Source: an optimization exercise on an open RTL-to-GDS flow (aim: small area and a short achievable clock period). Production flows keep margins and buffers that such runs may drop. In this exercise RTL edits were held to simulation tests only and were not proved equivalent to the original. Power is estimated from default activity; no workload was simulated.

## RV32I
module RV32I(output [31:0] Result, output [31:0] Result2, input clk, rst, input test, input [7:0] test_addr,
             output zero, overload,
             input [31:0] instr, output [31:0] pc);
export LEC_CHECK = 0
export CAP_MARGIN = 20
export CORE_MARGIN = 2
export CORE_UTILIZATION = 40
export CTS_CLUSTER_DIAMETER = 80
export CTS_CLUSTER_SIZE = 20
export SLEW_MARGIN = 20
export SYNTH_HIERARCHICAL = 1
create_clock -name core_clock -period 22.0 [get_ports {clk}]
standard.sh (not shown) runs the stock make flow with config.mk's settings and CLKGATE_MAP_FILE= SYNTH_SCRIPT=/design/flow/synth_recipe.tcl, a recipe that flattens the netlist after the stock synthesis.
==> flow/flow/run.sh <==
#!/bin/bash
# Own layout flow: the standard layout (standard.sh, standard synthesis) with
#  - timing repair aiming at 10 ns of setup slack instead of 0, on the worst path only
#    (the clock period and the constraints are unchanged; this only makes
#    repair_timing work harder),
#  - buf_4 port buffers and cell resizing across footprints,
#  - synthesis mapping for a smaller assumed load (smaller cells; timing repair sizes up
#    the critical ones),
#  - a clock tree without dummy loads.
# Each tool's full output stays in orfs/logs (per step); make's own output goes to make.log.
set -euo pipefail
bash standard.sh \
  SETUP_SLACK_MARGIN=10 TNS_END_PERCENT=0 ABC_LOAD_IN_FF=1 \
  MATCH_CELL_FOOTPRINT=0 \
  "BUFFER_PORTS_ARGS=-buffer_cell sky130_fd_sc_hd__buf_4" \
  "CTS_ARGS=-sink_clustering_enable -repair_clock_nets -dont_use_dummy_load -sink_clustering_size 20 -sink_clustering_max_diameter 80" \
  finish > make.log 2>&1
The starting point went through all stages and came out clean.
Next try:
--- a/flow/flow/run.sh
+++ b/flow/flow/run.sh
@@ -7,2 +6,0 @@
-#  - synthesis mapping for a smaller assumed load (smaller cells; timing repair sizes up
-#    the critical ones),
@@ -13 +11 @@
-  SETUP_SLACK_MARGIN=10 TNS_END_PERCENT=0 ABC_LOAD_IN_FF=1 \
+  SETUP_SLACK_MARGIN=10 TNS_END_PERCENT=0 \
CORE_UTILIZATION = 50   (was 40)
Result: Worst setup slack gains 0.083 ns. Routed wire length goes up by 0.53%. Critical path depth goes down by 3. Non-clock buffer count goes up by 1. Final area goes up by about 0.3%. Global-route usage goes up by 7.7 points.

========
Setup of wip/umber:
RV32I again, from the RTL that the note above started with.
==> flow/config.mk <==
export PLATFORM = sky130hd
export DESIGN_NAME = RV32I
export DESIGN_NICKNAME = RV32I
export VERILOG_FILES = /design/flow/design.v
export SDC_FILE = /design/flow/constraint.sdc
export NUM_CORES = 8
export LEC_CHECK = 0
export CAP_MARGIN = 20
export CORE_MARGIN = 2
export CORE_UTILIZATION = 40
export CTS_CLUSTER_DIAMETER = 80
export CTS_CLUSTER_SIZE = 20
export PLACE_DENSITY = 0.7
export SLEW_MARGIN = 20
export SYNTH_HIERARCHICAL = 1
==> flow/constraint.sdc <==
create_clock -name core_clock -period 22.0 [get_ports {clk}]
set_input_delay 4.4000 -clock core_clock [delete_from_list [all_inputs] [get_ports {clk}]]
set_output_delay 4.4000 -clock core_clock [all_outputs]
set_load 0.01 [all_outputs]
==> flow/flow/run.sh <==
#!/bin/bash
# Own layout flow: the standard layout (standard.sh, standard synthesis) with
#  - timing repair aiming at 10 ns of setup slack instead of 0, on the worst path only
#    (the clock period and the constraints are unchanged; this only makes
#    repair_timing work harder),
#  - buf_4 port buffers and cell resizing across footprints,
#  - a clock tree without dummy loads.
# Each tool's full output stays in orfs/logs (per step); make's own output goes to make.log.
set -euo pipefail
bash standard.sh \
  SETUP_SLACK_MARGIN=10 TNS_END_PERCENT=0 \
  MATCH_CELL_FOOTPRINT=0 \
  "BUFFER_PORTS_ARGS=-buffer_cell sky130_fd_sc_hd__buf_4" \
  "CTS_ARGS=-sink_clustering_enable -repair_clock_nets -dont_use_dummy_load -sink_clustering_size 20 -sink_clustering_max_diameter 80" \
  finish > make.log 2>&1
Input changes introduced in wip/garnet (baseline for comparison: wip/umber):
# wip/umber
export LEC_CHECK = 0
export CAP_MARGIN = 20
export CORE_MARGIN = 2
export CORE_UTILIZATION = 40
export CTS_CLUSTER_DIAMETER = 80
export CTS_CLUSTER_SIZE = 20
export PLACE_DENSITY = 0.7
export SLEW_MARGIN = 20
export SYNTH_HIERARCHICAL = 1
create_clock -name core_clock -period 22.0 [get_ports {clk}]
# wip/garnet
export LEC_CHECK = 0
export CAP_MARGIN = 20
export CORE_MARGIN = 2
export CORE_UTILIZATION = 40
export CTS_CLUSTER_DIAMETER = 80
export CTS_CLUSTER_SIZE = 20
export SLEW_MARGIN = 20
export SYNTH_HIERARCHICAL = 1
create_clock -name core_clock -period 22.0 [get_ports {clk}]
diff --git a/flow/flow/run.sh b/flow/flow/run.sh
--- a/flow/flow/run.sh
+++ b/flow/flow/run.sh
@@ -5,4 +5,6 @@
 #    repair_timing work harder),
 #  - buf_4 port buffers and cell resizing across footprints,
+#  - all ports placed on the left edge of the die (flow/io.tcl), so that the input to
+#    output logic sits near its pins,
 #  - a clock tree without dummy loads.
 # Each tool's full output stays in orfs/logs (per step); make's own output goes to make.log.
@@ -12,4 +14,5 @@
   MATCH_CELL_FOOTPRINT=0 \
   "BUFFER_PORTS_ARGS=-buffer_cell sky130_fd_sc_hd__buf_4" \
+  "IO_CONSTRAINTS=$(pwd)/flow/io.tcl" \
   "CTS_ARGS=-sink_clustering_enable -repair_clock_nets -dont_use_dummy_load -sink_clustering_size 20 -sink_clustering_max_diameter 80" \
   finish > make.log 2>&1
==> flow/flow/io.tcl (new file) <==
# all ports on the left edge of the die
set_io_pin_constraint -region left:* -pin_names [concat [all_inputs] [all_outputs]]
[summary]
The global routing usage on met1 number comes out lower for wip/umber vs wip/garnet.
The via count reported for wip/garnet is lower than the one for wip/umber.
wip/garnet — post-route core utilization 0.34 points higher, wip/umber as reference
Shortest period the worst path allows came out lower on wip/garnet than on wip/umber.
Post-synthesis to final-layout area growth up 0.85 points in wip/garnet wrt wip/umber
Fmax | wip/garnet vs wip/umber | wip/garnet faster
Inputs modified between wip/garnet and wip/xenon:
# wip/garnet
export LEC_CHECK = 0
export CAP_MARGIN = 20
export CORE_MARGIN = 2
export CORE_UTILIZATION = 40
export CTS_CLUSTER_DIAMETER = 80
export CTS_CLUSTER_SIZE = 20
export SLEW_MARGIN = 20
export SYNTH_HIERARCHICAL = 1
create_clock -name core_clock -period 22.0 [get_ports {clk}]
# wip/xenon
export LEC_CHECK = 0
export CAP_MARGIN = 20
export CORE_MARGIN = 2
export CORE_UTILIZATION = 40
export CTS_BUF_LIST = sky130_fd_sc_hd__clkbuf_8
export CTS_CLUSTER_DIAMETER = 60
export CTS_CLUSTER_SIZE = 16
export SLEW_MARGIN = 20
export SYNTH_HIERARCHICAL = 1
create_clock -name core_clock -period 22.0 [get_ports {clk}]
==> flow/flow/run.sh <==
#!/bin/bash
# Own layout flow: the standard layout (standard.sh, standard synthesis) with
#  - timing repair aiming at 10 ns of setup slack instead of 0, on the worst path only
#    (the clock period and the constraints are unchanged; this only makes
#    repair_timing work harder),
#  - buf_4 port buffers and cell resizing across footprints,
#  - a clock tree of clkbuf_8 cells without dummy loads.
# Each tool's full output stays in orfs/logs (per step); make's own output goes to make.log.
set -euo pipefail
bash standard.sh \
  SETUP_SLACK_MARGIN=10 TNS_END_PERCENT=0 \
  MATCH_CELL_FOOTPRINT=0 \
  "BUFFER_PORTS_ARGS=-buffer_cell sky130_fd_sc_hd__buf_4" \
  "CTS_ARGS=-sink_clustering_enable -repair_clock_nets -dont_use_dummy_load -sink_clustering_size 16 -sink_clustering_max_diameter 60 -buf_list sky130_fd_sc_hd__clkbuf_8" \
  finish > make.log 2>&1
removed: flow/flow/io.tcl
==> comparison <==
wip/xenon finished every step from synthesis to the final layout, and the layout passed the timing, design-rule and antenna checks. Cmp wip/xenon and wip/garnet / power / lower: wip/xenon. Summary of wip/xenon over wip/garnet: met2 capacity usage during global routing now smaller; number of combinational gates with multiple inputs comparable. Diff wip/garnet..wip/xenon | final setup TNS | unchanged. Side by side, global-route usage turned out lower in wip/xenon than in wip/garnet.
Input-level comparison between wip/juniper and wip/xenon:
# wip/xenon
export LEC_CHECK = 0
export CAP_MARGIN = 20
export CORE_MARGIN = 2
export CORE_UTILIZATION = 40
export CTS_BUF_LIST = sky130_fd_sc_hd__clkbuf_8
export CTS_CLUSTER_DIAMETER = 60
export CTS_CLUSTER_SIZE = 16
export SLEW_MARGIN = 20
export SYNTH_HIERARCHICAL = 1
create_clock -name core_clock -period 22.0 [get_ports {clk}]
# wip/juniper
export LEC_CHECK = 0
export CAP_MARGIN = 20
export CORE_MARGIN = 2
export CORE_UTILIZATION = 40
export CTS_CLUSTER_DIAMETER = 80
export CTS_CLUSTER_SIZE = 20
export SLEW_MARGIN = 20
export SYNTH_HIERARCHICAL = 1
create_clock -name core_clock -period 22.0 [get_ports {clk}]
==> flow/flow/run.sh <==
#!/bin/bash
# Own layout flow: the standard layout (standard.sh, standard synthesis) with
#  - timing repair aiming at 10 ns of setup slack instead of 0, on the worst path only
#    (the clock period and the constraints are unchanged; this only makes
#    repair_timing work harder),
#  - buf_4 port buffers and cell resizing across footprints,
#  - a clock tree without dummy loads.
# Each tool's full output stays in orfs/logs (per step); make's own output goes to make.log.
set -euo pipefail
bash standard.sh \
  SETUP_SLACK_MARGIN=10 TNS_END_PERCENT=0 \
  MATCH_CELL_FOOTPRINT=0 \
  "BUFFER_PORTS_ARGS=-buffer_cell sky130_fd_sc_hd__buf_4" \
  "CTS_ARGS=-sink_clustering_enable -repair_clock_nets -dont_use_dummy_load -sink_clustering_size 20 -sink_clustering_max_diameter 80" \
  finish > make.log 2>&1
Notes after the runs:
- On routed wire length: between wip/xenon and wip/juniper, it ends up higher for wip/xenon.
- Compared wip/xenon against wip/juniper; via count within noise.
- The run showing the smaller logic gate share of total power is wip/juniper.
- wip/juniper finished all stages; the layout is clean.
- In wip/juniper the share of cell area taken by flip-flops and latches turned out 0.61 points lower than in wip/xenon.
- The clock edge transition at the registers on the reported setup and hold paths number comes out higher for wip/xenon vs wip/juniper.
- wip/juniper vs wip/xenon — clock skew dropped 0.060 ns.
- NOTE number of clock-tree buffers in the layout wip/xenon->wip/juniper decreased by more than 10%
- Compared wip/xenon against wip/juniper; met2 wire length within noise.
- In wip/juniper relative to wip/xenon, critical path depth had gone down by more than 10%.
- Compared with wip/xenon, in wip/juniper number of standard cells in the final layout excluding fillers shrank by about 0.5%, proportion of power drawn by the clock network rose by 3.9 points.

## afterwards: timing with drivers on the ports
No port has a modelled driver above. Below, the same layouts with a new extraction and two added sets of constraints.
Step 1 (the two cells are an assumption about what drives the block):
set clk [get_ports {clk}]
set_driving_cell -lib_cell sky130_fd_sc_hd__clkbuf_16 $clk
set_driving_cell -lib_cell sky130_fd_sc_hd__buf_2 [delete_from_list [all_inputs] $clk]
Step 2, shift: input delay + t, output delay - t, t = (earliest + latest rising clock arrival at the registers) / 2. This alone moves slack from input paths to output paths.
Slacks: no drivers / after step 1 / after step 2; pairs: no drivers / after step 1.
run | shift t [ns] | slack for setup (ns) | hold WS [ns] | worst setup path after step 2 | slew at the worst register clock pin (ns)
the first run of note 1 | 0.977 | 6.937 / 6.868 / 6.868 | 0.505 / 0.505 / 0.505 | input to output | 0.09 / 0.09
the second run of note 1 | 0.960 | 7.020 / 6.902 / 6.902 | 0.508 / 0.508 / 0.508 | input to output | 0.09 / 0.09
wip/umber | 0.976 | 6.894 / 6.734 / 6.734 | 0.512 / 0.512 / 0.512 | input to output | 0.09 / 0.09
wip/garnet | 0.974 | 6.940 / 6.821 / 6.821 | 0.505 / 0.505 / 0.505 | input to output | 0.09 / 0.09
wip/xenon | 1.161 | 6.971 / 6.872 / 6.872 | 0.509 / 0.509 / 0.509 | input to output | 0.11 / 0.11
wip/juniper | 0.999 | 7.024 / 6.893 / 6.893 | 0.507 / 0.507 / 0.507 | input to output | 0.09 / 0.09
After both steps every run listed still meets setup and hold. The setup slack of wip/umber, which loses most, moves by -0.160 ns with the drivers and by -0.160 ns with both steps.
